Source: an optimization exercise on an open RTL-to-GDS flow (aim: small area and a short achievable clock period). Production flows keep margins and buffers that such runs may drop. Where RTL was checked, it was by simulation tests only, not by an equivalence proof against the original. For runs 5 to 7, only the layout was checked, not whether the RTL still works. No activity file was given, so power comes from the tool's default toggle rates.

File: run.sh
#!/bin/bash
# synth_recipe.tcl (not shown) runs the flow's synth.tcl, then flattens the netlist and writes it again
# the make line also repeats each setting of config.mk as NAME=value (left out here)
make -C /OpenROAD-flow-scripts/flow DESIGN_CONFIG=/design/flow/config.mk WORK_HOME=/design/flow/orfs CLKGATE_MAP_FILE= SYNTH_SCRIPT=/design/flow/synth_recipe.tcl finish
File: config.mk
export PLATFORM = sky130hd
export DESIGN_NAME = lr_memories
export DESIGN_NICKNAME = lr_memories
export VERILOG_FILES = /design/flow/design.v
export SDC_FILE = /design/flow/constraint.sdc
export NUM_CORES = 4
export LEC_CHECK = 0
export CAP_MARGIN = 20
export CORE_MARGIN = 2
export CORE_UTILIZATION = 60
export CTS_CLUSTER_DIAMETER = 60
export CTS_CLUSTER_SIZE = 30
export PLACE_DENSITY = 0.7
export SETUP_SLACK_MARGIN = 3.0
export SLEW_MARGIN = 20
export SYNTH_HIERARCHICAL = 1
export SYNTH_MINIMUM_KEEP_SIZE = 0
export TNS_END_PERCENT = 0
File: constraint.sdc
create_clock -name core_clock -period 5.0 [get_ports {clk}]
set_input_delay 1.0000 -clock core_clock [delete_from_list [all_inputs] [get_ports {clk}]]
set_output_delay 1.0000 -clock core_clock [all_outputs]
set_load 0.01 [all_outputs]
File: design.v
module memory_in(
    input [7:0] data,
    input [5:0] addr,
    input wr,
    input clk,
    output [7:0] out
);
  mem_core #(.A(6), .LO(3)) u_core (
    .data(data), .addr(addr), .wr(wr), .clk(clk), .out(out)
  );
endmodule
module memory_out(
    input [7:0] data,
    input [3:0] addr,
    input wr,
    input clk,
    output [7:0] out
);
  mem_core #(.A(4), .LO(2)) u_core (
    .data(data), .addr(addr), .wr(wr), .clk(clk), .out(out)
  );
endmodule
module memory_weight(
    input [7:0] data,
    input [3:0] addr,
    input wr,
    input clk,
    output [7:0] out
);
  mem_core #(.A(4), .LO(2)) u_core (
    .data(data), .addr(addr), .wr(wr), .clk(clk), .out(out)
  );
endmodule
module lr_memories(
    input        clk,
    input  [7:0] in_data,
    input  [5:0] in_addr,
    input        in_wr,
    output [7:0] in_q,
    input  [7:0] out_data,
    input  [3:0] out_addr,
    input        out_wr,
    output [7:0] out_q,
    input  [7:0] w_data,
    input  [3:0] w_addr,
    input        w_wr,
    output [7:0] w_q
);
  memory_in u_in (
    .data(in_data), .addr(in_addr), .wr(in_wr), .clk(clk), .out(in_q)
  );
  memory_out u_out (
    .data(out_data), .addr(out_addr), .wr(out_wr), .clk(clk), .out(out_q)
  );
  memory_weight u_w (
    .data(w_data), .addr(w_addr), .wr(w_wr), .clk(clk), .out(w_q)
  );
endmodule
module mem_core #(
    parameter A  = 6,
    parameter LO = 3
) (
    input  [7:0]   data,
    input  [A-1:0] addr,
    input          wr,
    input          clk,
    output [7:0]   out
);
  localparam N  = 1 << A;
  localparam HI = A - LO;
  localparam NA = 1 << LO;
  localparam NB = 1 << HI;
  genvar i, b, m;
  wire [A-1:0]  addr_n;
  wire          wr_n;
  wire [NA-1:0] pa_n;
  wire [NB-1:0] pb_n;
  generate
    for (i = 0; i < A; i = i + 1) begin : g_lit
      c_inv u_inv (.a(addr[i]), .y(addr_n[i]));
    end
    for (i = 0; i < NA; i = i + 1) begin : g_pa
      if (LO == 3) begin : g3
        c_nand3 u_pd (.a(i[0] ? addr[0] : addr_n[0]),
                      .b(i[1] ? addr[1] : addr_n[1]),
                      .c(i[2] ? addr[2] : addr_n[2]), .y(pa_n[i]));
      end else begin : g2
        c_nand2 u_pd (.a(i[0] ? addr[0] : addr_n[0]),
                      .b(i[1] ? addr[1] : addr_n[1]), .y(pa_n[i]));
      end
    end
    for (i = 0; i < NB; i = i + 1) begin : g_pb
      if (HI == 3) begin : g3
        c_nand3 u_pd (.a(i[0] ? addr[LO] : addr_n[LO]),
                      .b(i[1] ? addr[LO+1] : addr_n[LO+1]),
                      .c(i[2] ? addr[LO+2] : addr_n[LO+2]), .y(pb_n[i]));
      end else begin : g2
        c_nand2 u_pd (.a(i[0] ? addr[LO] : addr_n[LO]),
                      .b(i[1] ? addr[LO+1] : addr_n[LO+1]), .y(pb_n[i]));
      end
    end
  endgenerate
  c_inv u_wr_n (.a(wr), .y(wr_n));
  wire [N-1:0] wl;
  wire [N-1:0] we;
  wire [7:0]   word_q [N-1:0];
  generate
    for (i = 0; i < N; i = i + 1) begin : g_word
      reg [7:0] word;
      c_nor3 u_wl (.a(pa_n[i % NA]), .b(pb_n[i / NA]), .c(wr), .y(wl[i]));
      c_nor3 u_we (.a(pa_n[i % NA]), .b(pb_n[i / NA]), .c(wr_n), .y(we[i]));
      always @ (posedge clk)
        if (we[i])
          word <= data;  
      assign word_q[i] = word;
    end
  endgenerate
  wire [7:0] q_d;
  reg  [7:0] q;
  generate
    for (b = 0; b < 8; b = b + 1) begin : g_bit
      wire [N/8-1:0] p;
      for (m = 0; m < N/8; m = m + 1) begin : g_grp
        c_ao8 u_p (.w(wl[8*m+7:8*m]),
                   .d({word_q[8*m+7][b], word_q[8*m+6][b], word_q[8*m+5][b],
                       word_q[8*m+4][b], word_q[8*m+3][b], word_q[8*m+2][b],
                       word_q[8*m+1][b], word_q[8*m][b]}),
                   .y(p[m]));
      end
      wire wd;
      c_and2 u_wd (.a(wr), .b(data[b]), .y(wd));
      if (N == 64) begin : g64
        wire [3:0] r_n;
        for (m = 0; m < 3; m = m + 1) begin : g_or
          c_nor2 u_r (.a(p[2*m]), .b(p[2*m+1]), .y(r_n[m]));
        end
        c_nor3 u_r3 (.a(p[6]), .b(p[7]), .c(wd), .y(r_n[3]));
        c_nand4 u_q (.a(r_n[0]), .b(r_n[1]), .c(r_n[2]), .d(r_n[3]), .y(q_d[b]));
      end else begin : g16
        c_or3 u_q (.a(p[0]), .b(p[1]), .c(wd), .y(q_d[b]));
      end
    end
  endgenerate
  always @ (posedge clk)
    q <= q_d;  
  assign out = q;
endmodule
module c_inv (input a, output y);
  assign y = ~a;
endmodule
module c_nand2 (input a, input b, output y);
  assign y = ~(a & b);
endmodule
module c_nand3 (input a, input b, input c, output y);
  assign y = ~(a & b & c);
endmodule
module c_nand4 (input a, input b, input c, input d, output y);
  assign y = ~(a & b & c & d);
endmodule
module c_nor2 (input a, input b, output y);
  assign y = ~(a | b);
endmodule
module c_nor3 (input a, input b, input c, output y);
  assign y = ~(a | b | c);
endmodule
module c_and2 (input a, input b, output y);
  assign y = a & b;
endmodule
module c_or3 (input a, input b, input c, output y);
  assign y = a | b | c;
endmodule
module c_ao8 (input [7:0] w, input [7:0] d, output y);
  assign y = |(w & d);
endmodule
==> out/metrics.cfg, run 1 <==
[pwr]
cellLeakagePower_uw = 0.0120
p_per_area_mw_per_mm2 = 341
ir_drop_mv = 0.337

[sta]
fmax_ghz = 0.456
rsz0062_at_grt = yes
report.final.slew_viol_count = 0
min_period_over_period = 0.438
skew_ns = 0.0253
tns_ns = 0
finalHoldViolCount = 0
period_needed_ns = 2.19
tightest_slew_ns = 1.05
setup_viol = 0
slew-limit-headroom = 0.298

[cells_and_area]
area_delta_synth_final_pct = 23.7
fillCellCount = 2775
design_area_mm2 = 0.0366
nets = 1963
fin_cells = 2619
num_antenna_cells = 0
drive_above_1_share = 0.337

[worst_setup_path]
crit_path_start_kind = input pin
end_kind = flip-flop
crit_path_max_fanout = 8
cp_data_required_time_ns = 5.49
r2r_cells = 4
worst-endpoint-arrival_ns = 2.68
critPathKind = input pin to flip-flop

[global_route]
grt_pass1_wl_mm = 111
grt_max_degree = 47
grt_pass1_vias = 17000
grt.overflow.total = 0
gr-usage-all-layers = 0.298
antenna_found_initial = 0

[clock_network]
cts_sinks = 792
cts_tree = done
clock_latency_ns = 0.61
cts_max_path_buffers = 3
ctsHoldBuffers = 0
clk_pin_slew_ns = 0.10
root_buffer = clkbuf_16
htree_levels = 2
cts_inserted_buffers = 44

[yosys]
synthesis.nets = 1635
ys_warn_count = 8
ys_types = 11
synth_area_mm2 = 0.0296
yosysSeqAreaShare = 0.795
syn-instance-count = 1593
ys_ff_latch = 792
syn_area_per_cell_um2 = 18.6

[drt]
drc = 0
drtPass1Iterations = 5
wirelength_mm = 74.9
wl_per_cell_um = 28.6
via_count = 17600
viasPerCell = 6.72
ant_nets = 0
first_iter_violations = 2187

[die]
io_pins = 66
start_util = 0.606
core_mm2 = 0.0488
rows = 81
die_width_um = 226
die_h_um = 226
dieArea_mm2 = 0.0512

[placement]
dp_hpwl_mm = 42.7
io_buffers = 65
place_inst = 2353
placed_cell_area_mm2 = 0.0313
gp_congestion = 0.903

[worst_hold_path]
hold_class = flip-flop to flip-flop
hold_depth = 4

[run]
max-cap-violations = 0

[run_status]
status = timing/DRC/antenna clean

cell type report:
class	count	area, um2	share of cell area
Sequential cell	792	23600	0.643
Tap cell	664	831	0.0227
Multi-Input combinational cell	785	7630	0.208
Clock inverter	35	528	0.0144
Clock buffer	45	1130	0.0307
Timing Repair Buffer	281	2870	0.0783
Inverter	17	87.6	0.00239
synth_stat cells, drive strengths merged:
cell type | n | area [um2]
edfxtp | 768 | 23100
dfxtp | 24 | 480
nor3 | 200 | 2000
nand2 | 16 | 60.1
inv | 17 | 63.8
or3 | 16 | 100
nand4 | 104 | 651
a22oi | 384 | 2880
nor2 | 24 | 90.1
and2 | 24 | 150
nand3 | 16 | 80.1
report_power, final:
group / internal (uW) / leakage (uW) / switching [uW]
clock: 2060 / 0.000803 / 2310
combinational: 223 / 0.00409 / 490
sequential: 7370 / 0.00712 / 34.6
total: 9650 / 0.0120 / 2830
Yosys stat by module, one instance, submodules excluded, a selection:
module,cell area [um2],cells,flip-flops and latches
c_nor3,10.0,1,0
c_inv,3.75,1,0
c_nor2,3.75,1,0
c_nand3,5.00,1,0
c_nand4,6.26,1,0
c_ao8,36.3,5,0
c_and2,6.26,1,0
c_or3,6.26,1,0
c_nand2,3.75,1,0
kinds of logic after synthesis:
logic type      count (synthesis)  synth area share
flops                         792             0.795
buf+inv                        17           0.00215
simple gates                  400             0.106
compound gates                384            0.0973
state kept, by name (all words and copies together) (netlist names):
register	cells
u_in.u_core.g_word.word	512
u_out.u_core.g_word.word	128
u_w.u_core.g_word.word	128
u_in.u_core.q	8
u_out.u_core.q	8
u_w.u_core.q	8
placed cells by master, fill, tap and decap left out, drive strengths merged:
master / instances
a22oi: 384
and2: 24
buf: 247
bufbuf: 7
bufinv: 5
clkbuf: 53
clkdlybuf4s50: 16
clkinv: 11
clkinvlp: 4
dfxtp: 24
dlygate4sd2: 3
edfxtp: 768
inv: 32
nand2: 16
nand3: 17
nand4: 104
nor2: 24
nor3: 200
or3: 16
repair_timing:
action / CTS / global route
gates cloned: 8 / 0
pin swaps: 100 / 25
resized for setup: 480 / 39
setup buffers: 152 / 26
setup endpoints to repair: 816 / 673
path summary, 6_finish.rpt:
path | slack, ns | from | end
max | 2.81 | in_addr[5] | u_in.u_core.q[1]
min | 0.60 | u_in.u_core.g_word[38].word[7] | u_in.u_core.q[7]
max reg2reg | 3.51 | u_in.u_core.g_word[51].word[5] | u_in.u_core.q[5]
min reg2reg | 0.60 | u_in.u_core.g_word[38].word[7] | u_in.u_core.q[7]
layer usage:
layer  share of wire  global-route usage  vias to the layer above
li1                -                   -                     7544
met5               0                   0                        -
met2            0.50               0.494                      938
met1            0.37               0.398                     8896
met3           0.080              0.0440                      210
met4           0.048               0.131                        0
critical path, stage by stage:
cell and delay, ns:
buf_6 0.14, inv_4 0.10, nand3_4 0.12, buf_12 0.15, buf_4 0.12, nor3_4 0.04, buf_12 0.14, a22oi_1 0.20
nand4_1 0.25, nor2_4 0.26, nand4_1 0.13
metrics by stage:
step | utilization | hold slack [ns] | power (uW) | setup slack (ns)
2_1_floorplan | - | 0.522 | 7720 | 1.97
3_3_place_gp | 0.641 | 0.571 | 8040 | 1.14
3_5_place_dp | 0.641 | 0.566 | 8060 | 1.09
4_1_cts | 0.743 | 0.595 | 12500 | 2.87
5_1_grt | 0.750 | 0.631 | 12800 | 2.80
6_report | 0.750 | 0.598 | 12500 | 2.81
==> run 2: changes to the inputs <==
--- a/config.mk
+++ b/config.mk
@@ -17,2 +17 @@
 export SYNTH_MINIMUM_KEEP_SIZE = 0
-export TNS_END_PERCENT = 0
==> run 2 against run 1 <==
  * Still clean
  * Design area grew 4.9%
  * Combinational power grew 13%
  * Critical path depth shrank 1
  * Via count grew 2.1%
  * Final cell count grew 2.3%
  * Wire length grew 2.6%
  * Flip-flop and latch count is the same
==> out/metrics.cfg, run 2 <==
[global_route]
antenna_found_initial = 1  ; +1
grt_pass1_vias = 17700  ; +3.9%
grt_pass1_wl_mm = 113  ; +1.8%
grt_max_degree = 66  ; +40%
grt.overflow.total = 0  ; unchanged
gr-usage-all-layers = 0.302  ; +0.00411

[cells_and_area]
drive_above_1_share = 0.396  ; +0.0597
fin_cells = 2678  ; +2.3%
final_cell_mix = edfxtp_1 (768), a22oi_1 (271), nor3_4 (193)
area_delta_synth_final_pct = 29.7
design_area_mm2 = 0.0384  ; +4.9%
fillCellCount = 2496  ; -10%
final_common_cell = edfxtp_1
largest_reg_flops = 512  ; unchanged
regMostFlops = u_in.u_core.g_word.word
nets = 2016  ; +2.7%
num_antenna_cells = 0  ; unchanged
reg.largest.list = u_in.u_core.g_word.word (512), u_out.u_core.g_word.word (128), u_w.u_core.g_word.word (128)

[yosys]
ys_top_cells_by_area = edfxtp_1 (78%), a22oi_1 (9.7%), nor3_2 (6.8%)
yosysSeqAreaShare = 0.795  ; unchanged
synthAdderAreaFrac = 0  ; unchanged
synth_top_cell_by_area = edfxtp_1
ys_ff_latch = 792  ; unchanged
syn_area_per_cell_um2 = 18.6  ; unchanged
ys_warn_count = 8  ; unchanged
async_flop_share = 0  ; unchanged
synth-compound-area-share = 0.0973  ; unchanged
synth_ff_type = edfxtp_1
muxShareOfSynthArea = 0  ; unchanged
syn-instance-count = 1593  ; unchanged
synthDominantCellAreaShare = 0.779  ; unchanged
synth-xor-area-share = 0  ; unchanged
synth_edf_count = 768  ; unchanged
ys_top_cells_by_count = edfxtp_1 (768), a22oi_1 (384), nor3_2 (200)
synthesis.nets = 1635  ; unchanged
ys_types = 11  ; unchanged
synth_area_mm2 = 0.0296  ; unchanged
yosys.area_share.simple = 0.106  ; unchanged
synth_top_family_by_area = simple AND/OR/NAND/NOR gates
synth.most_common_cell = edfxtp_1

[run_status]
status = timing/DRC/antenna clean

[pwr]
cellLeakagePower_uw = 0.0125  ; +4.2%
ir_drop_mv = 0.395  ; +17%
p_per_area_mw_per_mm2 = 333  ; -2.3%
total_power_uw = 12800  ; +2.5%

[worst_setup_path]
crit_path_start_kind = input pin
critPathKind = input pin to flip-flop
end_kind = flip-flop
worst-endpoint-arrival_ns = 2.74  ; +0.06 ns
cp_data_required_time_ns = 5.48  ; about the same
r2r_cells = 4  ; unchanged
crit_path_max_fanout = 8  ; unchanged

[die]
core_mm2 = 0.0488  ; unchanged
start_util = 0.606  ; unchanged
io_pins = 66  ; unchanged
die_h_um = 226  ; unchanged
rows = 81  ; unchanged
die_width_um = 226  ; unchanged
dieArea_mm2 = 0.0512  ; unchanged

[sta]
hold_slack_ns = 0.568  ; -0.0295 ns
skew_ns = 0.0483  ; +0.0230 ns
slew-limit-headroom = 0.339  ; +0.0403
min_period_over_period = 0.452  ; +0.0133
tightest_slew_ns = 0.992  ; -0.0605 ns
report.final.slew_viol_count = 0  ; unchanged
period_needed_ns = 2.26  ; +0.0667 ns
rsz0062_at_grt = yes
fmax_ghz = 0.443  ; -3.0%
setup_viol = 0  ; unchanged
tns_ns = 0  ; unchanged
finalHoldViolCount = 0  ; unchanged

[placement]
io_buffers = 65  ; unchanged
gp_congestion = 0.896  ; -0.73%
dp_hpwl_mm = 42.8  ; +0.34%
place_inst = 2341  ; -0.51%
placed_cell_area_mm2 = 0.0322  ; +2.8%

[drt]
via_count = 18000  ; +2.1%
drtPass1Iterations = 6  ; +1
first_iter_violations = 2248  ; +2.8%
ant_nets = 0  ; unchanged
viasPerCell = 6.70  ; -0.17%
wirelength_mm = 76.8  ; +2.6%
wl_per_cell_um = 28.7  ; +0.32%
drc = 0  ; unchanged

[clock_network]
clk_pin_slew_ns = 0.11  ; about the same
cts_inserted_buffers = 48  ; +9.1%
clock_latency_ns = 0.65  ; +0.04 ns
root_buffer = clkbuf_16
htree_levels = 2  ; unchanged
ctsHoldBuffers = 0  ; unchanged
cts_max_path_buffers = 3  ; unchanged
cts_tree = done
cts_sinks = 792  ; unchanged

[worst_hold_path]
hold_depth = 3  ; -1
hold_class = flip-flop to flip-flop

[run]
max-cap-violations = 0  ; unchanged

==> run 2: cell types whose count changed in the layout (fill, tap and decap cells not counted), moves of 11 or more <==
cell,before,now
nor3_2,41,7
nor3_4,159,193
buf_6,6,36
buf_12,45,89
buf_4,162,151
a22oi_1,331,271
a22oi_2,53,113
==> run 2: power breakdown <==
group / switching [uW] / internal (uW) / total (uW) / leakage [uW]
logic: 523 / 284 / 807 / 0.00455
registers: 40.7 / 7370 / 7410 / 0.00712
clock network: 2480 / 2100 / 4580 / 0.000855
total: 3040 / 9760 / 12800 / 0.0125
==> run 2: per-stage QoR <==
stage	worst slack, ns	util
after floorplan	1.97	-
after global placement	0.978	0.658
after detailed placement	0.905	0.658
after CTS	2.83	0.770
after global routing	2.77	0.787
final	2.74	0.787
==> run 2: cell families after synthesis <==
logic type,after synthesis
buf+inv,17
compound gates,384
simple gates,400
flops,792
==> run 2: area by class of cell <==
| type | count | area, um2 | area share |
|---|---|---|---|
| Clock buffer | 50 | 1230 | 0.0320 |
| Clock inverter | 40 | 554 | 0.0144 |
| Inverter | 17 | 97.6 | 0.00254 |
| Multi-Input combinational cell | 785 | 8280 | 0.215 |
| Sequential cell | 792 | 23600 | 0.613 |
| Tap cell | 664 | 831 | 0.0216 |
| Timing Repair Buffer | 330 | 3870 | 0.101 |
==> run 2: worst paths after layout <==
kind | startpoint | endpoint | slack, ns
max | in_addr[2] | u_in.u_core.q[2] | 2.74
max reg2reg | u_in.u_core.g_word[53].word[2] | u_in.u_core.q[2] | 3.39
min | u_w.u_core.g_word[12].word[5] | u_w.u_core.q[5] | 0.57
min reg2reg | u_w.u_core.g_word[12].word[5] | u_w.u_core.q[5] | 0.57
==> run 2: timing repair <==
| item | CTS | global route |
|---|---|---|
| setup buffers | 210 | 32 |
| cloned | 4 | 1 |
| resized for setup | 427 | 103 |
| setup endpoints to repair | 816 | 166 |
| pin swaps | 164 | 86 |
==> run 2: worst max-delay path: stages <==
cell        delay, ns
buf_12           0.08
clkinvlp_4       0.19
nand3_4          0.20
buf_12           0.14
buf_12           0.12
nor3_4           0.07
a22oi_1          0.18
nand4_1          0.20
nor3_4           0.38
nand4_1          0.19
==> run 2: Yosys stat by module, one instance, submodules excluded, a selection <==
module,copies in the design,area [um2],cells inside,flops+latches
c_nand2,16,3.75,1,0
c_ao8,96,36.3,5,0
c_nor3,200,10.0,1,0
c_nand4,8,6.26,1,0
c_nand3,16,5.00,1,0
c_nor2,24,3.75,1,0
c_inv,17,3.75,1,0
c_or3,16,6.26,1,0
c_and2,24,6.26,1,0
==> run 2: routing by layer <==
metal | vias up | part of all wire | GRT usage
met2 | 879 | 0.51 | 0.511
li1 | 7688 | - | -
met5 | - | 0 | 0
met1 | 9178 | 0.37 | 0.389
met3 | 209 | 0.072 | 0.0453
met4 | 0 | 0.053 | 0.145
==> run 3: changes to the inputs <==
--- a/config.mk
+++ b/config.mk
@@ -13,3 +13,3 @@
 export PLACE_DENSITY = 0.7
-export SETUP_SLACK_MARGIN = 3.0
+export SETUP_SLACK_MARGIN = 2.6
 export SLEW_MARGIN = 20
==> run 3 against run 2 <==
  * Still clean on timing, DRC and antenna
  * Flip-flop and latch count unchanged
  * Maximum frequency decreased by 8.5%
  * Wire length fell by 11%
  * Critical path depth unchanged
  * Sequential power hardly changed
  * Synthesized cell count did not move
  * Setup slack worse by 0.21 ns
  * Critical path type unchanged
==> out/metrics.cfg, run 3 <==
[run_status]
status = timing/DRC/antenna clean

[yosys]
synth_top_cell_by_area = edfxtp_1
synthesis.nets = 1635  ; unchanged
syn-instance-count = 1593  ; unchanged
synth.most_common_cell = edfxtp_1
ys_types = 11  ; unchanged
ys_top_cells_by_count = edfxtp_1 (768), a22oi_1 (384), nor3_2 (200)
ys_top_cells_by_area = edfxtp_1 (78%), a22oi_1 (9.7%), nor3_2 (6.8%)
synthDominantCellAreaShare = 0.779  ; unchanged
synth_area_mm2 = 0.0296  ; unchanged
async_flop_share = 0  ; unchanged
yosysSeqAreaShare = 0.795  ; unchanged
syn_area_per_cell_um2 = 18.6  ; unchanged
synth_edf_count = 768  ; unchanged
ys_warn_count = 8  ; unchanged
synth_ff_type = edfxtp_1
ys_ff_latch = 792  ; unchanged

[pwr]
cellLeakagePower_uw = 0.0112  ; -11%
ir_drop_mv = 0.304  ; -23%
p_per_area_mw_per_mm2 = 351  ; +5.3%

[cells_and_area]
area_delta_synth_final_pct = 18.7
drive_above_1_share = 0.256  ; -0.140
num_antenna_cells = 0  ; unchanged
regMostFlops = u_in.u_core.g_word.word
nets = 1865  ; -7.5%
final_cell_mix = edfxtp_1 (768), a22oi_1 (372), nor3_4 (133)
largest_reg_flops = 512  ; unchanged
fin_cells = 2521  ; -5.9%
reg.largest.list = u_in.u_core.g_word.word (512), u_out.u_core.g_word.word (128), u_w.u_core.g_word.word (128)
final_common_cell = edfxtp_1
fillCellCount = 2991  ; +20%

[die]
die_h_um = 226  ; unchanged
dieArea_mm2 = 0.0512  ; unchanged
core_mm2 = 0.0488  ; unchanged
die_width_um = 226  ; unchanged
rows = 81  ; unchanged
io_pins = 66  ; unchanged
start_util = 0.606  ; unchanged

[worst_setup_path]
crit_path_start_kind = input pin
end_kind = flip-flop
crit_top_cell = nand4_1
worst-endpoint-arrival_ns = 2.96  ; +0.22 ns
critPathKind = input pin to flip-flop
cp_top_family = buffers and inverters
crit_chain = clkdlybuf4s15_2 > inv_2 > nand3_2 > buf_12 > buf_4 > nor3_4 > a22oi_1 > nand4_1 > nor2_1 > nand4_1
cpPeakStageDelay_ns = 0.33  ; -0.05 ns
path_buf_inv = 4  ; unchanged
cp_data_required_time_ns = 5.49  ; about the same
crit_path_max_fanout = 16  ; +8
cp_slowest_cell = clkdlybuf4s15_2

[run]
max-cap-violations = 0  ; unchanged

[drt]
ant_nets = 0  ; unchanged
wirelength_mm = 68.2  ; -11%
via_count = 16800  ; -6.6%
drc = 0  ; unchanged
first_iter_violations = 2087  ; -7.2%
viasPerCell = 6.65  ; -0.81%
drtPass1Iterations = 5  ; -1
wl_per_cell_um = 27.0  ; -5.7%

[global_route]
gr-usage-all-layers = 0.272  ; -0.0304
grt_max_degree = 52  ; -21%
antenna_found_initial = 0  ; -1
grt_pass1_vias = 16400  ; -7.7%
grt_pass1_wl_mm = 102  ; -9.2%
grt.overflow.total = 0  ; unchanged

[placement]
io_buffers = 65  ; unchanged
place_inst = 2339  ; -0.085%
dp_hpwl_mm = 42.6  ; -0.59%
gp_congestion = 0.880  ; -1.9%

[sta]
tns_ns = 0  ; unchanged
fmax_ghz = 0.405  ; -8.5%
skew_ns = 0.0264  ; -0.0218 ns
report.final.slew_viol_count = 0  ; unchanged
period_needed_ns = 2.47  ; +0.209 ns
setup_viol = 0  ; unchanged
finalHoldViolCount = 0  ; unchanged
min_period_over_period = 0.493  ; +0.0418
slew-limit-headroom = 0.358  ; +0.0196
tightest_slew_ns = 0.963  ; -0.0294 ns
rsz0062_at_grt = yes

[clock_network]
clock_latency_ns = 0.62  ; -0.03 ns
clk_pin_slew_ns = 0.10  ; about the same
cts_inserted_buffers = 43  ; -10%
ctsHoldBuffers = 0  ; unchanged
cts_sinks = 792  ; unchanged
cts_max_path_buffers = 3  ; unchanged
root_buffer = clkbuf_16
htree_levels = 2  ; unchanged
cts_tree = done

[worst_hold_path]
hold_class = flip-flop to flip-flop

## run 3: changes by cell type in the layout (fill, tap and decap cells not counted), moves of 14 or more
cell / previous run / this run
dfxtp_1: 10 / 24
buf_6: 36 / 3
nor3_4: 193 / 133
buf_12: 89 / 30
nor3_2: 7 / 67
buf_2: 25 / 9
a22oi_2: 113 / 12
buf_4: 151 / 87
dlygate4sd2_1: 0 / 28
a22oi_1: 271 / 372
## run 3: metrics by stage
step,utilization,hold WS (ns),cell area (um2),power [uW],setup WS [ns]
final,0.720,0.589,35200,12300,2.53
after global routing,0.720,0.637,35200,12600,2.59
after detailed placement,0.640,0.579,31300,8050,1.16
after CTS,0.711,0.592,34700,12300,2.46
after global placement,0.640,0.578,31300,8040,1.22
after floorplan,-,0.522,29700,7720,1.97
## run 3: logic make-up after synthesis
group | Yosys count | synth area share
flip-flops | 792 | 0.795
AND/OR/NAND/NOR | 400 | 0.106
AO/OA/AOI/OAI | 384 | 0.0973
buffers and inverters | 17 | 0.00215
## run 3: what timing repair did
item / CTS / global route
resized for setup: 249 / 34
endpoints found under the setup margin: 816 / 157
pin swaps: 20 / 16
setup buffers: 73 / 30
## run 3: area by class of cell
class | instances | area [um2] | share of cell area
repair buffers | 185 | 1880 | 0.0535
clock inverters | 34 | 475 | 0.0135
flip-flops and latches | 792 | 23500 | 0.670
clock buffers | 45 | 1130 | 0.0320
inverters | 17 | 90.1 | 0.00256
well taps | 664 | 831 | 0.0236
multi-input cells | 784 | 7210 | 0.205
## run 3: where the power goes
group / leakage [uW] / switching, uW / internal (uW) / total, uW
clock: 0.000770 / 2320 / 1960 / 4280
combinational: 0.00327 / 458 / 196 / 653
sequential: 0.00712 / 28.4 / 7370 / 7390
## run 3: Yosys stat by module, one instance, submodules excluded, a selection
| module | cells | cell area, um2 | flops+latches |
|---|---|---|---|
| c_nand2 | 1 | 3.75 | 0 |
| c_ao8 | 5 | 36.3 | 0 |
| c_nand3 | 1 | 5.00 | 0 |
| c_nand4 | 1 | 6.26 | 0 |
| c_and2 | 1 | 6.26 | 0 |
| c_nor3 | 1 | 10.0 | 0 |
| c_or3 | 1 | 6.26 | 0 |
| c_nor2 | 1 | 3.75 | 0 |
| c_inv | 1 | 3.75 | 0 |
## run 3: path summary, 6_finish.rpt
kind	slack, ns	from	depth (start not counted)	to
worst min-delay path	0.59	u_in.u_core.g_word[22].word[7]	4	u_in.u_core.q[7]
worst max-delay path	2.53	in_addr[1]	10	u_in.u_core.q[1]
worst max register to register	3.53	u_in.u_core.g_word[53].word[7]	4	u_in.u_core.q[7]
worst min register to register	0.59	u_in.u_core.g_word[22].word[7]	4	u_in.u_core.q[7]
## run 3: layer usage
metal / vias to the layer above / GRT usage / wire length, um
li1: 7347 / - / -
met1: 8588 / 0.377 / 26900
met2: 717 / 0.458 / 34800
met3: 112 / 0.0394 / 4710
met4: 0 / 0.0747 / 1830
met5: - / 0 / 0
## run 3: worst register-to-register path, stage by stage (launching register included)
cell,delay (ns)
edfxtp_1,0.38
a22oi_1,0.30
nand4_1,0.28
nor3_4,0.28
nand4_1,0.12
==> run 4: changes to the inputs <==
--- a/config.mk
+++ b/config.mk
@@ -9,7 +9,5 @@
 export CORE_MARGIN = 2
-export CORE_UTILIZATION = 60
-export CTS_CLUSTER_DIAMETER = 60
-export CTS_CLUSTER_SIZE = 30
-export PLACE_DENSITY = 0.7
-export SETUP_SLACK_MARGIN = 2.6
+export CORE_UTILIZATION = 40
+export PLACE_DENSITY = 0.6
+export SETUP_SLACK_MARGIN = 3.0
 export SLEW_MARGIN = 20
==> run 4 against run 3 <==
  * Critical path type unchanged
  * Still clean
  * Worst hold slack worse by 0.0023 ns
  * Design area up 12%
  * Sequential share of layout area down 7.1 points
  * Sequential power about the same
  * Register-to-register slack about the same
  * Via count up 5.7%
  * Total power up 16%
  * Core utilization down 18 points
  * Setup slack better by 0.20 ns
==> out/metrics.cfg, run 4 <==
[run_status]
status = timing/DRC/antenna clean

[placement]
gp_congestion = 0.853  ; -3.0%
io_buffers = 65  ; unchanged
place_inst = 2638  ; +13%
dp_hpwl_mm = 45.3  ; +6.4%

[cells_and_area]
fin_cells = 3009  ; +19%
regMostFlops = u_in.u_core.g_word.word
final_common_cell = edfxtp_1
reg.largest.list = u_in.u_core.g_word.word (512), u_out.u_core.g_word.word (128), u_w.u_core.g_word.word (128)
nets = 2023  ; +8.5%
drive_above_1_share = 0.388  ; +0.132
fillCellCount = 5611  ; +88%
num_antenna_cells = 0  ; unchanged
final_cell_mix = edfxtp_1 (768), a22oi_1 (276), nor3_4 (190)
multi_input_area_mm2 = 0.00822  ; +14%
finalCoreUtilization = 0.538  ; -0.181
regArea_mm2 = 0.0236  ; +0.11%
area_delta_synth_final_pct = 32.8
largest_reg_flops = 512  ; unchanged

[die]
start_util = 0.405  ; -0.201
rows = 99  ; +22%
dieArea_mm2 = 0.0762  ; +49%
die_width_um = 276  ; +22%
die_h_um = 276  ; +22%
core_mm2 = 0.0731  ; +50%
io_pins = 66  ; unchanged

[sta]
tns_ns = 0  ; unchanged
period_needed_ns = 2.27  ; -0.200 ns
tightest_slew_ns = 1.06  ; +0.0999 ns
fmax_ghz = 0.441  ; +8.8%
min_period_over_period = 0.453  ; -0.0401
skew_ns = 0.0209  ; -0.00555 ns
rsz0062_at_grt = yes
setup_viol = 0  ; unchanged
slew-limit-headroom = 0.292  ; -0.0666
report.final.slew_viol_count = 0  ; unchanged
hold_slack_ns = 0.587  ; -0.00229 ns
finalHoldViolCount = 0  ; unchanged

[drt]
drc = 0  ; unchanged
ant_nets = 0  ; unchanged
via_count = 17700  ; +5.7%
first_iter_violations = 2119  ; +1.5%
viasPerCell = 5.89  ; -11%
drtPass1Iterations = 6  ; +1
wl_per_cell_um = 25.8  ; -4.5%
wirelength_mm = 77.8  ; +14%

[worst_setup_path]
cp.depth = 11  ; +1
path_buf_inv = 5  ; +1
critPathKind = input pin to flip-flop
crit_top_cell = buf_12
cp_slowest_cell = a22oi_2
r2r_cells = 4  ; unchanged
worst-endpoint-arrival_ns = 2.76  ; -0.20 ns
end_kind = flip-flop
crit_chain = buf_6 > buf_12 > clkinvlp_4 > nand3_4 > buf_12 > nor3_4 > buf_12 > a22oi_2 > nand4_1 > nor2_1 > nand4_1
crit_path_start_kind = input pin
cpPeakStageDelay_ns = 0.24  ; -0.09 ns
cp_top_family = simple AND/OR/NAND/NOR gates
crit_path_max_fanout = 7  ; -9
cp_data_required_time_ns = 5.49  ; about the same

[yosys]
synth_edf_count = 768  ; unchanged
synthDominantCellAreaShare = 0.779  ; unchanged
synth_ff_type = edfxtp_1
syn-instance-count = 1593  ; unchanged
synth_top_cell_by_area = edfxtp_1
synth_area_mm2 = 0.0296  ; unchanged
ys_types = 11  ; unchanged
syn_area_per_cell_um2 = 18.6  ; unchanged
synth.most_common_cell = edfxtp_1
synthesis.nets = 1635  ; unchanged
ys_ff_latch = 792  ; unchanged
yosysSeqAreaShare = 0.795  ; unchanged
ys_warn_count = 8  ; unchanged
ys_top_cells_by_count = edfxtp_1 (768), a22oi_1 (384), nor3_2 (200)
ys_top_cells_by_area = edfxtp_1 (78%), a22oi_1 (9.7%), nor3_2 (6.8%)
async_flop_share = 0  ; unchanged

[global_route]
grt.overflow.total = 0  ; unchanged
antenna_found_initial = 0  ; unchanged
grt_pass1_vias = 17300  ; +6.1%
gr-usage-all-layers = 0.199  ; -0.0735
grt_pass1_wl_mm = 113  ; +11%
grt_max_degree = 48  ; -7.7%

[clock_network]
clk_pin_slew_ns = 0.06  ; -0.04 ns
root_buffer = clkbuf_16
ctsHoldBuffers = 0  ; unchanged
cts_inserted_buffers = 82  ; +91%
htree_levels = 3  ; +1
clock_latency_ns = 0.62  ; about the same
cts_tree = done
cts_max_path_buffers = 3  ; unchanged
cts_sinks = 792  ; unchanged

[pwr]
p_per_area_mw_per_mm2 = 362  ; +3.2%
pwr-share-clk = 0.422  ; +0.075
switchingPower_uw = 3060  ; +9.1%
power.internal_uw = 11200  ; +17%
combPwrFrac = 0.057  ; +0.004
switching_share = 0.215  ; -0.0127
seq_power_share = 0.521  ; -0.079
cellLeakagePower_uw = 0.0128  ; +15%
ir_drop_mv = 0.244  ; -20%

[run]
max-cap-violations = 0  ; unchanged

[worst_hold_path]
hold_depth = 3  ; -1
hold_class = flip-flop to flip-flop

-- run 4: cell counts after synthesis --
No cell type changed its count.
-- run 4: worst register-to-register path, delay by kind of cell (launching register included) --
kind | cells | cell delay (ns)
AO/OA/AOI/OAI | 1 | 0.20
flip-flops | 1 | 0.40
AND/OR/NAND/NOR | 3 | 0.75
-- run 4: worst paths after layout --
path	startpoint	to	slack (ns)
setup reg to reg	u_in.u_core.g_word[50].word[0]	u_in.u_core.q[0]	3.52
hold reg to reg	u_w.u_core.g_word[14].word[7]	u_w.u_core.q[7]	0.59
setup / recovery	in_addr[5]	u_in.u_core.q[1]	2.73
hold / removal	u_w.u_core.g_word[14].word[7]	u_w.u_core.q[7]	0.59
-- run 4: layout make-up --
| cell class | count | area share |
|---|---|---|
| sequential | 792 | 0.599 |
| multi-input combinational | 785 | 0.209 |
| timing repair buffer | 303 | 0.0910 |
| clock buffer | 110 | 0.0577 |
| tap | 959 | 0.0305 |
| clock inverter | 43 | 0.0105 |
| inverter | 17 | 0.00261 |
-- run 4: per-module statistics from Yosys, one instance, submodules excluded, excerpt --
module / area (um2) / cells
c_nor2: 3.75 / 1
c_nor3: 10.0 / 1
c_ao8: 36.3 / 5
c_nand4: 6.26 / 1
c_inv: 3.75 / 1
c_nand2: 3.75 / 1
c_or3: 6.26 / 1
c_and2: 6.26 / 1
c_nand3: 5.00 / 1
-- run 4: metal layers --
metal	vias up	share of wire	global-route usage
met5	-	0	0
met4	0	0.033	0.0703
met3	158	0.069	0.0352
met2	745	0.49	0.327
met1	9124	0.40	0.267
li1	7700	-	-
-- run 4: what timing repair did --
item                       in CTS  in global routing
cloned                          6                  0
setup endpoints to repair     816                406
gates resized for setup       411                 96
pin swaps                     102                 99
buffers inserted              148                 64
-- run 4: metrics by stage --
step	worst slack (ns)	power (uW)	instance area (um2)
after CTS	2.86	14300	38100
after global routing	2.71	14700	39400
final	2.73	14200	39400
after detailed placement	0.922	8140	32500
after global placement	0.927	8120	32500
after floorplan	1.97	7770	30600
-- run 4: cell families after synthesis --
| logic type | after synthesis | share of synthesized area |
|---|---|---|
| simple gates | 400 | 0.106 |
| compound gates | 384 | 0.0973 |
| buf+inv | 17 | 0.00215 |
| flops | 792 | 0.795 |
-- run 4: power by group through the flow --
stage               registers (uW)  logic, uW  clock network (uW)
CTS                           7420        755                6110
floorplan                     7550        221                   0
global route                  7420        853                6380
finish                        7420        814                6010
detailed placement            7550        585                   0
global placement              7550        574                   0
==> run 5: changes to the inputs <==
--- a/design.v
+++ b/design.v
@@ -109,3 +109,3 @@
       reg [7:0] word;
-      c_nor3 u_wl (.a(pa_n[i % NA]), .b(pb_n[i / NA]), .c(wr), .y(wl[i]));
+      c_nor2 u_wl (.a(pa_n[i % NA]), .b(pb_n[i / NA]), .y(wl[i]));
       c_nor3 u_we (.a(pa_n[i % NA]), .b(pb_n[i / NA]), .c(wr_n), .y(we[i]));
@@ -129,13 +129,10 @@
       end
-      wire wd;
-      c_and2 u_wd (.a(wr), .b(data[b]), .y(wd));
       if (N == 64) begin : g64
         wire [3:0] r_n;
-        for (m = 0; m < 3; m = m + 1) begin : g_or
+        for (m = 0; m < 4; m = m + 1) begin : g_or
           c_nor2 u_r (.a(p[2*m]), .b(p[2*m+1]), .y(r_n[m]));
         end
-        c_nor3 u_r3 (.a(p[6]), .b(p[7]), .c(wd), .y(r_n[3]));
-        c_nand4 u_q (.a(r_n[0]), .b(r_n[1]), .c(r_n[2]), .d(r_n[3]), .y(q_d[b]));
+        c_wt4 u_wt (.n(r_n), .wr(wr), .d(data[b]), .y(q_d[b]));
       end else begin : g16
-        c_or3 u_q (.a(p[0]), .b(p[1]), .c(wd), .y(q_d[b]));
+        c_wt2 u_wt (.p(p), .wr(wr), .d(data[b]), .y(q_d[b]));
       end
@@ -165,7 +162,10 @@
 endmodule
-module c_and2 (input a, input b, output y);
-  assign y = a & b;
+module c_a22oi (input a1, input a2, input b1, input b2, output y);
+  assign y = ~((a1 & a2) | (b1 & b2));
 endmodule
-module c_or3 (input a, input b, input c, output y);
-  assign y = a | b | c;
+module c_wt4 (input [3:0] n, input wr, input d, output y);
+  assign y = wr ? d : ~(&n);
+endmodule
+module c_wt2 (input [1:0] p, input wr, input d, output y);
+  assign y = wr ? d : (|p);
 endmodule
==> run 5 against run 4 <==
  * Still clean on timing, DRC and antenna
  * Worst hold slack better by 0.062 ns
  * Area after synthesis is 2.1% lower
  * Die area is 2.0% lower
  * Sequential power hardly changed
  * Critical path depth stayed put
  * Global-route usage is 0.53 points higher
  * Design area is 1.8% lower
  * Critical path type unchanged
  * Critical endpoint is now u_in.u_core.q[7]
  * Largest power group unchanged
==> out/metrics.cfg, run 5 <==
[yosys]
synth_top_cell_by_area = edfxtp_1
async_flop_share = 0  ; unchanged
synthesis.nets = 1651  ; +0.98%
synth_area_mm2 = 0.0290  ; -2.1%
ys_top_cells_by_count = edfxtp_1 (768), a22oi_1 (384), nor2_1 (144)
ys_warn_count = 8  ; unchanged
yosysSeqAreaShare = 0.811  ; +0.0167
ys_ff_latch = 792  ; unchanged
ys_types = 11  ; unchanged
syn_area_per_cell_um2 = 18.0  ; -3.0%
syn-instance-count = 1609  ; +1.0%
synthDominantCellAreaShare = 0.795  ; +0.0164
synth_edf_count = 768  ; unchanged
synth.most_common_cell = edfxtp_1
synth_ff_type = edfxtp_1
ys_top_cells_by_area = edfxtp_1 (79%), a22oi_1 (9.9%), nor3_2 (3.3%)

[die]
die_h_um = 273  ; -1.0%
rows = 98  ; -1.0%
die_width_um = 273  ; -1.0%
start_util = 0.405  ; about the same
dieArea_mm2 = 0.0747  ; -2.0%
io_pins = 66  ; unchanged
core_mm2 = 0.0716  ; -2.0%

[worst_setup_path]
critPathKind = input pin to flip-flop
cpPeakStageDelay_ns = 0.29  ; +0.05 ns
cp_top_family = simple AND/OR/NAND/NOR gates
crit_chain = buf_12 > clkinvlp_4 > buf_6 > nand3_4 > buf_8 > nor2_2 > a22oi_1 > nand4_1 > nor2_2 > nand4_1 > mux2_2
path_buf_inv = 4  ; -1
end_kind = flip-flop
crit_path_start_kind = input pin
reg2reg_to = u_in.u_core.q[7]
crit_path_max_fanout = 8  ; +1
cp.depth = 11  ; unchanged
regToRegStartpoint = u_in.u_core.g_word[2].word[7]
rrSetupSlack_ns = 3.36  ; -0.16 ns
worst-endpoint-arrival_ns = 2.87  ; +0.11 ns
cp_data_required_time_ns = 5.51  ; +0.02 ns
startpoint = in_addr[1]
r2r_cells = 5  ; +1
cp_slowest_cell = nand4_1
crit_end = u_in.u_core.q[7]

[pwr]
ir_drop_mv = 0.283  ; +16%
p_per_area_mw_per_mm2 = 371  ; +2.4%
cellLeakagePower_uw = 0.0124  ; -3.7%

[clock_network]
cts_tree = done
htree_levels = 3  ; unchanged
cts_sinks = 792  ; unchanged
root_buffer = clkbuf_16
cts_max_path_buffers = 3  ; unchanged
clk_pin_slew_ns = 0.06  ; about the same
cts_inserted_buffers = 82  ; unchanged
clock_latency_ns = 0.62  ; about the same

[cells_and_area]
largest_reg_flops = 512  ; unchanged
drive_above_1_share = 0.393  ; +0.00498
reg.largest.list = u_in.u_core.g_word.word (512), u_out.u_core.g_word.word (128), u_w.u_core.g_word.word (128)
nets = 2059  ; +1.8%
area_delta_synth_final_pct = 33.2
final_common_cell = edfxtp_1
final_cell_mix = edfxtp_1 (768), a22oi_1 (275), buf_4 (142)
num_antenna_cells = 0  ; unchanged
regMostFlops = u_in.u_core.g_word.word

[placement]
gp_congestion = 0.850  ; -0.35%
dp_hpwl_mm = 43.5  ; -3.9%
post-place-ws_ns = 0.868  ; -0.0535 ns
io_buffers = 65  ; unchanged

[worst_hold_path]
hold_depth = 4  ; +1
hold_class = flip-flop to flip-flop

[drt]
first_iter_violations = 2006  ; -5.3%
drc = 0  ; unchanged
wl_per_cell_um = 25.6  ; -0.85%
viasPerCell = 5.87  ; -0.44%
drtPass1Iterations = 7  ; +1
via_count = 17800  ; +0.25%
ant_nets = 0  ; unchanged
wirelength_mm = 77.6  ; -0.16%

[sta]
min_period_over_period = 0.473  ; +0.0195
tns_ns = 0  ; unchanged
tightest_slew_ns = 1.02  ; -0.0416 ns
fin_ws_ns = 2.64  ; -0.0977 ns
rsz0062_at_grt = yes
hold_slack_ns = 0.649  ; +0.0624 ns
slew-limit-headroom = 0.319  ; +0.0277
report.final.slew_viol_count = 0  ; unchanged
finalHoldViolCount = 0  ; unchanged
fmax_ghz = 0.423  ; -4.1%
skew_ns = 0.0283  ; +0.00740 ns
period_needed_ns = 2.36  ; +0.0977 ns
setup_viol = 0  ; unchanged

[run_status]
status = timing/DRC/antenna clean

[global_route]
grt_max_degree = 66  ; +38%
gr-usage-all-layers = 0.204  ; +0.00528
grt_pass1_wl_mm = 113  ; about the same
grt.overflow.total = 0  ; unchanged
antenna_found_initial = 0  ; unchanged
grt_pass1_vias = 17700  ; +2.2%

[run]
max-cap-violations = 0  ; unchanged

run 5: cell families (layout without fill, tap and decap cells):
kind of cell,after synthesis,in the layout,share of synthesized area
AND/OR/NAND/NOR,392,394,0.0811
flip-flops,792,792,0.811
buffers and inverters,17,486,0.00220
multiplexers,8,8,0.00311
AO/OA/AOI/OAI,400,400,0.102
run 5: per-module statistics from Yosys (local to each module, per instance), a selection:
module / cells inside / times used / cell area (um2)
c_ao8: 5 / 96 / 36.3
c_inv: 1 / 17 / 3.75
c_nand2: 1 / 16 / 3.75
c_nand3: 1 / 16 / 5.00
c_nor2: 1 / 128 / 3.75
c_nor3: 1 / 96 / 10.0
c_wt2: 3 / 16 / 12.5
c_wt4: 2 / 8 / 17.5
run 5: power breakdown:
part           total (uW)  switching (uW)  internal (uW)
clock                6110            2480           3630
combinational         794             521            272
sequential           7410            34.3           7380
total               14300            3030          11300
run 5: through the flow:
| step | total power, uW | utilization | std cells | cell area [um2] |
|---|---|---|---|---|
| floorplan | 7770 | - | 1609 | 29400 |
| global placement | 8090 | 0.437 | 2635 | 31300 |
| detailed placement | 8100 | 0.437 | 2635 | 31300 |
| CTS | 14400 | 0.531 | 2990 | 38000 |
| global route | 14700 | 0.540 | 3030 | 38600 |
| finish | 14300 | 0.540 | 3030 | 38600 |
run 5: what timing repair did:
item | 4_1_cts | 5_1_grt
resized for setup | 543 | 68
hold buffers | 0 | 0
gates cloned | 4 | 2
pin swaps | 188 | 44
endpoints found under the setup margin | 816 | 580
setup buffers | 204 | 37
run 5: how the worst min path moves through the flow:
stage,startpoint,to
5_1_grt,u_w.u_core.g_word[4].word[3],u_w.u_core.q[3]
4_1_cts,u_w.u_core.g_word[4].word[0],u_w.u_core.q[0]
3_3_place_gp,u_w.u_core.g_word[4].word[0],u_w.u_core.q[0]
6_report,u_w.u_core.g_word[4].word[0],u_w.u_core.q[0]
3_5_place_dp,u_w.u_core.g_word[4].word[0],u_w.u_core.q[0]
2_1_floorplan,u_out.u_core.g_word[6].word[0],u_out.u_core.q[0]
run 5: final cells by class:
class	count	area, um2
fillers	5436	33000
flip-flops and latches	792	23600
multi-input cells	802	7440
repair buffers	322	3660
clock buffers	101	2200
well taps	950	1190
clock inverters	46	495
inverters	17	98.8
run 5: tightest hold or removal path, delay by kind of cell, from the launching register on:
| kind | cells | cell delay (ns) |
|---|---|---|
| AOI/OAI and AO/OA | 2 | 0.16 |
| DFF | 1 | 0.32 |
| and+or+nand+nor | 2 | 0.13 |
run 5: routing by layer:
layer / wire, um / vias up / share of wire / global-route usage
li1: - / 7692 / - / -
met1: 30400 / 9011 / 0.39 / 0.269
met2: 38000 / 886 / 0.49 / 0.336
met3: 6400 / 183 / 0.082 / 0.0417
met4: 2810 / 0 / 0.036 / 0.0741
met5: 0 / - / 0 / 0
==> run 6: changes to the inputs <==
--- a/config.mk
+++ b/config.mk
@@ -9,4 +9,6 @@
 export CORE_MARGIN = 2
-export CORE_UTILIZATION = 40
-export PLACE_DENSITY = 0.6
+export CORE_UTILIZATION = 60
+export CTS_CLUSTER_DIAMETER = 60
+export CTS_CLUSTER_SIZE = 30
+export PLACE_DENSITY = 0.7
 export SETUP_SLACK_MARGIN = 3.0
==> run 6 against run 5 <==
  * Register-to-register slack worse by 0.06 ns
  * Wire length down 2.3%
  * Worst hold slack better by 0.011 ns
  * Maximum frequency down 3.5%
  * Still clean
  * Critical path depth down 1
==> out/metrics.cfg, run 6 <==
[die]
start_util = 0.608  ; +0.202
core_mm2 = 0.0477  ; -33%
io_pins = 66  ; unchanged
die_h_um = 224  ; -18%
die_width_um = 224  ; -18%
rows = 80  ; -18%
dieArea_mm2 = 0.0501  ; -33%

[global_route]
grt_pass1_vias = 17100  ; -3.5%
gr-usage-all-layers = 0.293  ; +0.0887
grt_pass1_wl_mm = 108  ; -5.0%
grt_max_degree = 66  ; unchanged
grt.overflow.total = 0  ; unchanged
antenna_found_initial = 0  ; unchanged

[worst_setup_path]
cp_data_required_time_ns = 5.52  ; about the same
crit_path_start_kind = input pin
critPathKind = input pin to flip-flop
rrSetupSlack_ns = 3.30  ; -0.06 ns
regToRegStartpoint = u_in.u_core.g_word[48].word[2]
worst-endpoint-arrival_ns = 2.97  ; +0.10 ns
r2r_cells = 5  ; unchanged
reg2reg_to = u_in.u_core.q[2]
end_kind = flip-flop
crit_path_max_fanout = 8  ; unchanged

[cells_and_area]
finalCoreUtilization = 0.774  ; +0.234
fillCellCount = 2417  ; -56%
drive_above_1_share = 0.376  ; -0.0177
regMostFlops = u_in.u_core.g_word.word
reg.largest.list = u_in.u_core.g_word.word (512), u_out.u_core.g_word.word (128), u_w.u_core.g_word.word (128)
largest_reg_flops = 512  ; unchanged
final_common_cell = edfxtp_1
nets = 2037  ; -1.1%
area_delta_synth_final_pct = 27.3
num_antenna_cells = 0  ; unchanged
final_cell_mix = edfxtp_1 (768), a22oi_1 (295), buf_4 (182)

[yosys]
synth_top_cell_by_area = edfxtp_1
syn-instance-count = 1609  ; unchanged
ys_top_cells_by_area = edfxtp_1 (79%), a22oi_1 (9.9%), nor3_2 (3.3%)
synth_edf_count = 768  ; unchanged
ys_types = 11  ; unchanged
synthesis.nets = 1651  ; unchanged
yosysSeqAreaShare = 0.811  ; unchanged
synthDominantCellAreaShare = 0.795  ; unchanged
ys_warn_count = 8  ; unchanged
synth_ff_type = edfxtp_1
ys_ff_latch = 792  ; unchanged
syn_area_per_cell_um2 = 18.0  ; unchanged
synth_area_mm2 = 0.0290  ; unchanged
synth.most_common_cell = edfxtp_1
ys_top_cells_by_count = edfxtp_1 (768), a22oi_1 (384), nor2_1 (144)
async_flop_share = 0  ; unchanged

[worst_hold_path]
hp-start = u_out.u_core.g_word[14].word[2]
hold_end = u_out.u_core.q[2]
hold_depth = 4  ; unchanged
hold_class = flip-flop to flip-flop

[drt]
drc = 0  ; unchanged
wirelength_mm = 75.8  ; -2.3%
drtPass1Iterations = 6  ; -1
ant_nets = 0  ; unchanged
first_iter_violations = 2442  ; +22%
wl_per_cell_um = 28.7  ; +12%
via_count = 18000  ; +1.1%
viasPerCell = 6.79  ; +16%

[sta]
tns_ns = 0  ; unchanged
min_period_over_period = 0.490  ; +0.0171
finalHoldViolCount = 0  ; unchanged
report.final.slew_viol_count = 0  ; unchanged
slew-limit-headroom = 0.343  ; +0.0235
tightest_slew_ns = 0.986  ; -0.0353 ns
setup_viol = 0  ; unchanged
fmax_ghz = 0.408  ; -3.5%
rsz0062_at_grt = yes
fin_ws_ns = 2.55  ; -0.0854 ns
skew_ns = 0.0344  ; +0.00611 ns
period_needed_ns = 2.45  ; +0.0854 ns

[pwr]
p_per_area_mw_per_mm2 = 334  ; -9.9%
ir_drop_mv = 0.367  ; +30%
cellLeakagePower_uw = 0.0118  ; -4.5%

[clock_network]
ctsHoldBuffers = 0  ; unchanged
root_buffer = clkbuf_16
cts_max_path_buffers = 3  ; unchanged
clk_pin_slew_ns = 0.10  ; +0.04 ns
cts_tree = done
htree_levels = 2  ; -1
cts_inserted_buffers = 43  ; -48%
cts_sinks = 792  ; unchanged
clock_latency_ns = 0.62  ; about the same

[placement]
post-place-ws_ns = 0.912  ; +0.0442 ns
io_buffers = 65  ; unchanged
gp_congestion = 0.915  ; +7.7%
dp_hpwl_mm = 41.8  ; -3.9%

[run_status]
status = timing/DRC/antenna clean

[run]
max-cap-violations = 0  ; unchanged

[run 6: cell counts after synthesis]
Identical to the previous run, type by type.
[run 6: worst max path at each step]
stage / end / slack (ns) / startpoint / depth (start not counted)
floorplan: u_in.u_core.g_word[0].word[0] / 1.97 / in_wr / 2
global placement: u_in.u_core.q[4] / 0.96 / in_addr[1] / 9
detailed placement: u_in.u_core.q[4] / 0.91 / in_addr[0] / 10
CTS: u_in.u_core.q[2] / 2.74 / in_addr[1] / 11
global route: u_in.u_core.q[3] / 2.53 / in_addr[3] / 10
finish: u_in.u_core.q[2] / 2.55 / in_addr[3] / 10
[run 6: per-module statistics from Yosys (local to each module, per instance), excerpt]
module / flops+latches / cells / area [um2]
c_ao8: 0 / 5 / 36.3
c_wt2: 0 / 3 / 12.5
c_nor3: 0 / 1 / 10.0
c_wt4: 0 / 2 / 17.5
c_nand2: 0 / 1 / 3.75
c_nor2: 0 / 1 / 3.75
c_nand3: 0 / 1 / 5.00
c_inv: 0 / 1 / 3.75
[run 6: critical path, stage by stage]
cell        delay, ns
buf_12           0.09
clkinvlp_4       0.21
buf_4            0.22
nand3_2          0.16
nor2_2           0.14
a22oi_2          0.27
nand4_1          0.22
nor2_4           0.23
nand4_1          0.14
mux2_4           0.29
[run 6: layout make-up]
| class | count | area (um2) | area share |
|---|---|---|---|
| sequential | 792 | 23600 | 0.638 |
| timing repair buffer | 336 | 3640 | 0.0987 |
| clock buffer | 46 | 1130 | 0.0306 |
| tap | 615 | 769 | 0.0208 |
| multi-input combinational | 805 | 7310 | 0.198 |
| inverter | 17 | 96.3 | 0.00261 |
| clock inverter | 33 | 417 | 0.0113 |
[run 6: layer usage]
layer | routed length [um] | vias to the layer above | track usage
li1 | - | 7623 | -
met1 | 27400 | 8963 | 0.394
met2 | 38200 | 1165 | 0.490
met3 | 6940 | 208 | 0.0480
met4 | 3250 | 0 | 0.105
met5 | 0 | - | 0
[run 6: kinds of logic after synthesis]
kind of cell,after synthesis,synth area share
muxes,8,0.00311
and+or+nand+nor,392,0.0811
buffers and inverters,17,0.00220
DFF,792,0.811
AOI/OAI and AO/OA,400,0.102
[run 6: per-stage QoR]
stage	cells	cell area (um2)	power [uW]	hold slack (ns)
after floorplan	1609	29400	7770	0.573
after global placement	2303	30900	8090	0.623
after detailed placement	2303	30900	8100	0.641
after CTS	2565	35700	12300	0.655
after global routing	2644	36900	12600	0.691
final	2644	36900	12300	0.660
[run 6: report_power, final]
group	total, uW	switching, uW	internal, uW
clock network	4140	2320	1810
logic	792	516	276
registers	7410	37.9	7370
total	12300	2880	9460
[run 6: what timing repair did]
item,in CTS,in global routing
buffers inserted,177,78
pin swaps,139,86
setup endpoints to repair,816,512
gates resized for setup,481,87
gates cloned,6,1
==> run 7: changes to the inputs <==
==> design.v (replaced) <==
module memory_in(
    input [7:0] data,
    input [5:0] addr,
    input wr,
    input clk,
    output [7:0] out
);
  (* mem2reg *) reg [7:0] mem [63:0];
  reg [5:0] addr_reg;
  always @ (posedge clk)
    begin
      if (wr) begin
         mem[addr] <= data;  
      end
      addr_reg <= addr;   
    end
  assign out = mem[addr_reg];  
endmodule
module memory_out(
    input [7:0] data,
    input [3:0] addr,
    input wr,
    input clk,
    output [7:0] out
);
  (* mem2reg *) reg [7:0] mem [15:0];
  reg [5:0] addr_reg;
  always @ (posedge clk)
    begin
      if (wr) begin
         mem[addr] <= data;  
      end
      addr_reg <= addr;   
    end
  assign out = mem[addr_reg];  
endmodule
module memory_weight(
    input [7:0] data,
    input [3:0] addr,
    input wr,
    input clk,
    output [7:0] out
);
  (* mem2reg *) reg [7:0] mem [15:0];
  reg [5:0] addr_reg;
  always @ (posedge clk)
    begin
      if (wr) begin
         mem[addr] <= data;  
      end
      addr_reg <= addr;   
    end
  assign out = mem[addr_reg];  
endmodule
module lr_memories(
    input        clk,
    input  [7:0] in_data,
    input  [5:0] in_addr,
    input        in_wr,
    output [7:0] in_q,
    input  [7:0] out_data,
    input  [3:0] out_addr,
    input        out_wr,
    output [7:0] out_q,
    input  [7:0] w_data,
    input  [3:0] w_addr,
    input        w_wr,
    output [7:0] w_q
);
  memory_in u_in (
    .data(in_data), .addr(in_addr), .wr(in_wr), .clk(clk), .out(in_q)
  );
  memory_out u_out (
    .data(out_data), .addr(out_addr), .wr(out_wr), .clk(clk), .out(out_q)
  );
  memory_weight u_w (
    .data(w_data), .addr(w_addr), .wr(w_wr), .clk(clk), .out(w_q)
  );
endmodule
==> config.mk (replaced) <==
export PLATFORM = sky130hd
export DESIGN_NAME = lr_memories
export DESIGN_NICKNAME = lr_memories
export VERILOG_FILES = /design/flow/design.v
export SDC_FILE = /design/flow/constraint.sdc
export NUM_CORES = 4
export LEC_CHECK = 0
export CAP_MARGIN = 20
export CORE_MARGIN = 2
export CORE_UTILIZATION = 40
export PLACE_DENSITY = 0.6
export SETUP_SLACK_MARGIN = 0.3
export SLEW_MARGIN = 20
==> run 7 against run 6 <==
  * Die area rose by 58%
  * Critical endpoint is now in_q[2]
  * Largest cell class unchanged
  * Maximum frequency down 47%
  * Sequential share of layout area rose by 0.84 points
  * Worst hold slack gained 0.12 ns
  * First-iteration DRC count is 19% higher
==> out/metrics.cfg, run 7 <==
[run_status]
status = timing/DRC/antenna clean

[pwr]
switching_share = 0.215  ; -0.0180
pwr-share-clk = 0.425  ; +0.090
combPwrFrac = 0.054  ; -0.010
ir_drop_mv = 0.276  ; -25%
total_power_uw = 14000  ; +14%
p_per_area_mw_per_mm2 = 389  ; +16%
cellLeakagePower_uw = 0.0114  ; -3.3%
power.internal_uw = 11000  ; +17%
switchingPower_uw = 3020  ; +5.1%
seq_power_share = 0.521  ; -0.079

[yosys]
synthDominantCellAreaShare = 0.748  ; -0.0467
ys_ff_latch = 782  ; -1.3%
yosysSeqAreaShare = 0.757  ; -0.0542
ys_top_cells_by_count = edfxtp_1 (768), nand3_1 (496), nand4_1 (128)
async_flop_share = 0  ; unchanged
synth_top_cell_by_area = edfxtp_1
syn-instance-count = 2108  ; +31%
syn_area_per_cell_um2 = 14.6  ; -19%
ys_top_cells_by_area = edfxtp_1 (75%), nand3_1 (8.1%), nand4_1 (2.6%)
synthesis.nets = 2150  ; +30%
synth.most_common_cell = edfxtp_1
ys_warn_count = 3  ; -5
ys_types = 61  ; +50
synth_area_mm2 = 0.0308  ; +6.2%
synth_ff_type = edfxtp_1
synth_edf_count = 768  ; unchanged

[clock_network]
cts_max_path_buffers = 3  ; unchanged
cts_inserted_buffers = 82  ; +91%
cts_tree = done
root_buffer = clkbuf_16
ctsHoldBuffers = 0  ; unchanged
clk_pin_slew_ns = 0.06  ; -0.04 ns
htree_levels = 3  ; +1
cts_sinks = 782  ; -1.3%

[sta]
tightest_slew_ns = 1.21  ; +0.228 ns
finalHoldViolCount = 0  ; unchanged
min_period_over_period = 0.930  ; +0.440
fmax_ghz = 0.215  ; -47%
period_needed_ns = 4.65  ; +2.20 ns
report.final.slew_viol_count = 0  ; unchanged
rsz0062_at_grt = yes
slew-limit-headroom = 0.188  ; -0.155
setup_viol = 0  ; unchanged
tns_ns = 0  ; unchanged

[cells_and_area]
drive_above_1_share = 0.145  ; -0.230
largest_reg_flops = 512  ; unchanged
regArea_mm2 = 0.0233  ; -0.92%
multi_input_area_mm2 = 0.00704  ; -3.7%
regMostFlops = u_in.mem
final_cell_mix = edfxtp_1 (768), nand3_1 (496), nand4_1 (128)
design_area_mm2 = 0.0361  ; -2.2%
num_antenna_cells = 0  ; unchanged
reg.largest.list = u_in.mem (512), u_out.mem (128), u_w.mem (128)
fillCellCount = 6545  ; +170%
nets = 2280  ; +12%
final_common_cell = edfxtp_1
area_delta_synth_final_pct = 17.2

[worst_setup_path]
startpoint = u_in.addr_reg[4]
critPathKind = flip-flop to output port
cp_data_required_time_ns = 4.00  ; -1.52 ns
end_kind = output port
worst-endpoint-arrival_ns = 3.65  ; +0.68 ns
crit_path_start_kind = flip-flop
crit_path_max_fanout = 99  ; +91

[placement]
gp_congestion = 0.937  ; +2.4%
placed_cell_area_mm2 = 0.0334  ; +8.0%
io_buffers = 65  ; unchanged
dp_hpwl_mm = 57.0  ; +36%

[worst_hold_path]
hold_end = u_in.mem[7][5]
hp-start = in_data[5]
hold_depth = 1  ; -3
hold_class = input pin to flip-flop

[global_route]
antenna_found_initial = 1  ; +1
grt_pass1_wl_mm = 133  ; +24%
grt_max_degree = 100  ; +52%
grt.overflow.total = 0  ; unchanged
grt_pass1_vias = 19800  ; +16%
gr-usage-all-layers = 0.230  ; -0.0623

[drt]
drtPass1Iterations = 5  ; -1
ant_nets = 0  ; unchanged
wl_per_cell_um = 27.6  ; -3.7%
viasPerCell = 6.11  ; -10%
wirelength_mm = 92.0  ; +21%
first_iter_violations = 2915  ; +19%
via_count = 20300  ; +13%
drc = 0  ; unchanged

[die]
core_mm2 = 0.0761  ; +59%
rows = 101  ; +26%
dieArea_mm2 = 0.0793  ; +58%
start_util = 0.405  ; -0.202
io_pins = 66  ; unchanged
die_width_um = 282  ; +26%
die_h_um = 282  ; +26%

[run]
max-cap-violations = 0  ; unchanged

[run 7: layer usage]
layer	wire length, um	GRT usage
met1	37100	0.319
met2	42200	0.358
met3	9240	0.0458
met4	3520	0.0922
met5	0	0
[run 7: worst max-delay path by stage]
stage / depth (start not counted) / to / slack [ns]
finish: 8 / in_q[2] / 0.35
global route: 8 / in_q[7] / 0.28
CTS: 7 / in_q[3] / 0.31
detailed placement: 7 / in_q[2] / 0.35
global placement: 7 / in_q[2] / 0.48
floorplan: 7 / out_q[5] / 2.30
[run 7: worst max-delay path, cell delays in order, from the launching register on]
cell	delay (ns)
dfxtp_1	0.54
nor2b_4	0.09
buf_12	0.20
buf_4	0.35
nand3_1	0.13
nand4_1	0.18
nor4_2	0.53
nand4_1	0.29
clkdlybuf4s50_1	0.55
[run 7: what timing repair did]
action,4_1_cts,5_1_grt
setup buffers,0,3
pin swaps,1,1
endpoints found under the setup margin,8,8
gates resized for setup,14,6
[run 7: cell families after synthesis]
family | share of synthesized area
flip-flops | 0.757
multiplexers | 0.0198
AO/OA/AOI/OAI | 0.0427
AND/OR/NAND/NOR | 0.158
buffers and inverters | 0.0224
[run 7: area by class of cell]
type                       count  area share
multi-input combinational   1157       0.195
inverter                      11     0.00114
clock buffer                 105      0.0618
timing repair buffer         204      0.0497
tap                         1030      0.0357
clock inverter                41      0.0103
sequential                   782       0.647
[run 7: stage by stage]
stage	util	instances	setup WS [ns]	hold WS (ns)
2_1_floorplan	-	2108	2.30	1.03
5_1_grt	0.475	3330	0.280	0.780
3_5_place_dp	0.439	3179	0.355	1.41
4_1_cts	0.474	3325	0.307	0.757
3_3_place_gp	0.438	3174	0.479	1.41
6_report	0.475	3330	0.348	0.778
[run 7: power groups by stage]
stage	clock (uW)	combinational, uW	sequential, uW
finish	5970	753	7320
floorplan	0	336	7430
global placement	0	724	7460
global route	6280	793	7330
detailed placement	0	737	7460
CTS	6030	742	7320

[re-timing with driven ports]
In the flow no input, the clock included, has a driving cell. The finished layouts below were timed again as built, in two steps. Step 1, drivers: a clkbuf_16 drives clk and a buf_2 each remaining input, both assumed. Step 2, shift: input delay + t, output delay - t, t = (earliest + latest rising clock arrival at the registers) / 2. This alone moves slack from input paths to output paths. Slacks: ideal ports / drivers / drivers and shift; pairs: ideal ports / drivers.
| run | t (ns) | setup slack, ns | worst setup path after step 2 |
|---|---|---|---|
| run 1 | 0.657 | 2.809 / 2.724 / 2.067 | input to register |
| run 2 | 0.684 | 2.742 / 2.734 / 2.050 | input to register |
| run 3 | 0.665 | 2.533 / 2.571 / 1.906 | input to register |
| run 4 | 0.673 | 2.733 / 2.711 / 2.037 | input to register |
| run 5 | 0.669 | 2.635 / 2.621 / 1.951 | input to register |
| run 6 | 0.663 | 2.550 / 2.528 / 1.864 | input to register |
| run 7 | 0.673 | 0.348 / 0.288 / 0.961 | register to output |
After both steps every run listed still meets setup and hold. The setup slack of run 1, which loses most, moves by -0.085 ns with the drivers and by -0.742 ns with both steps.
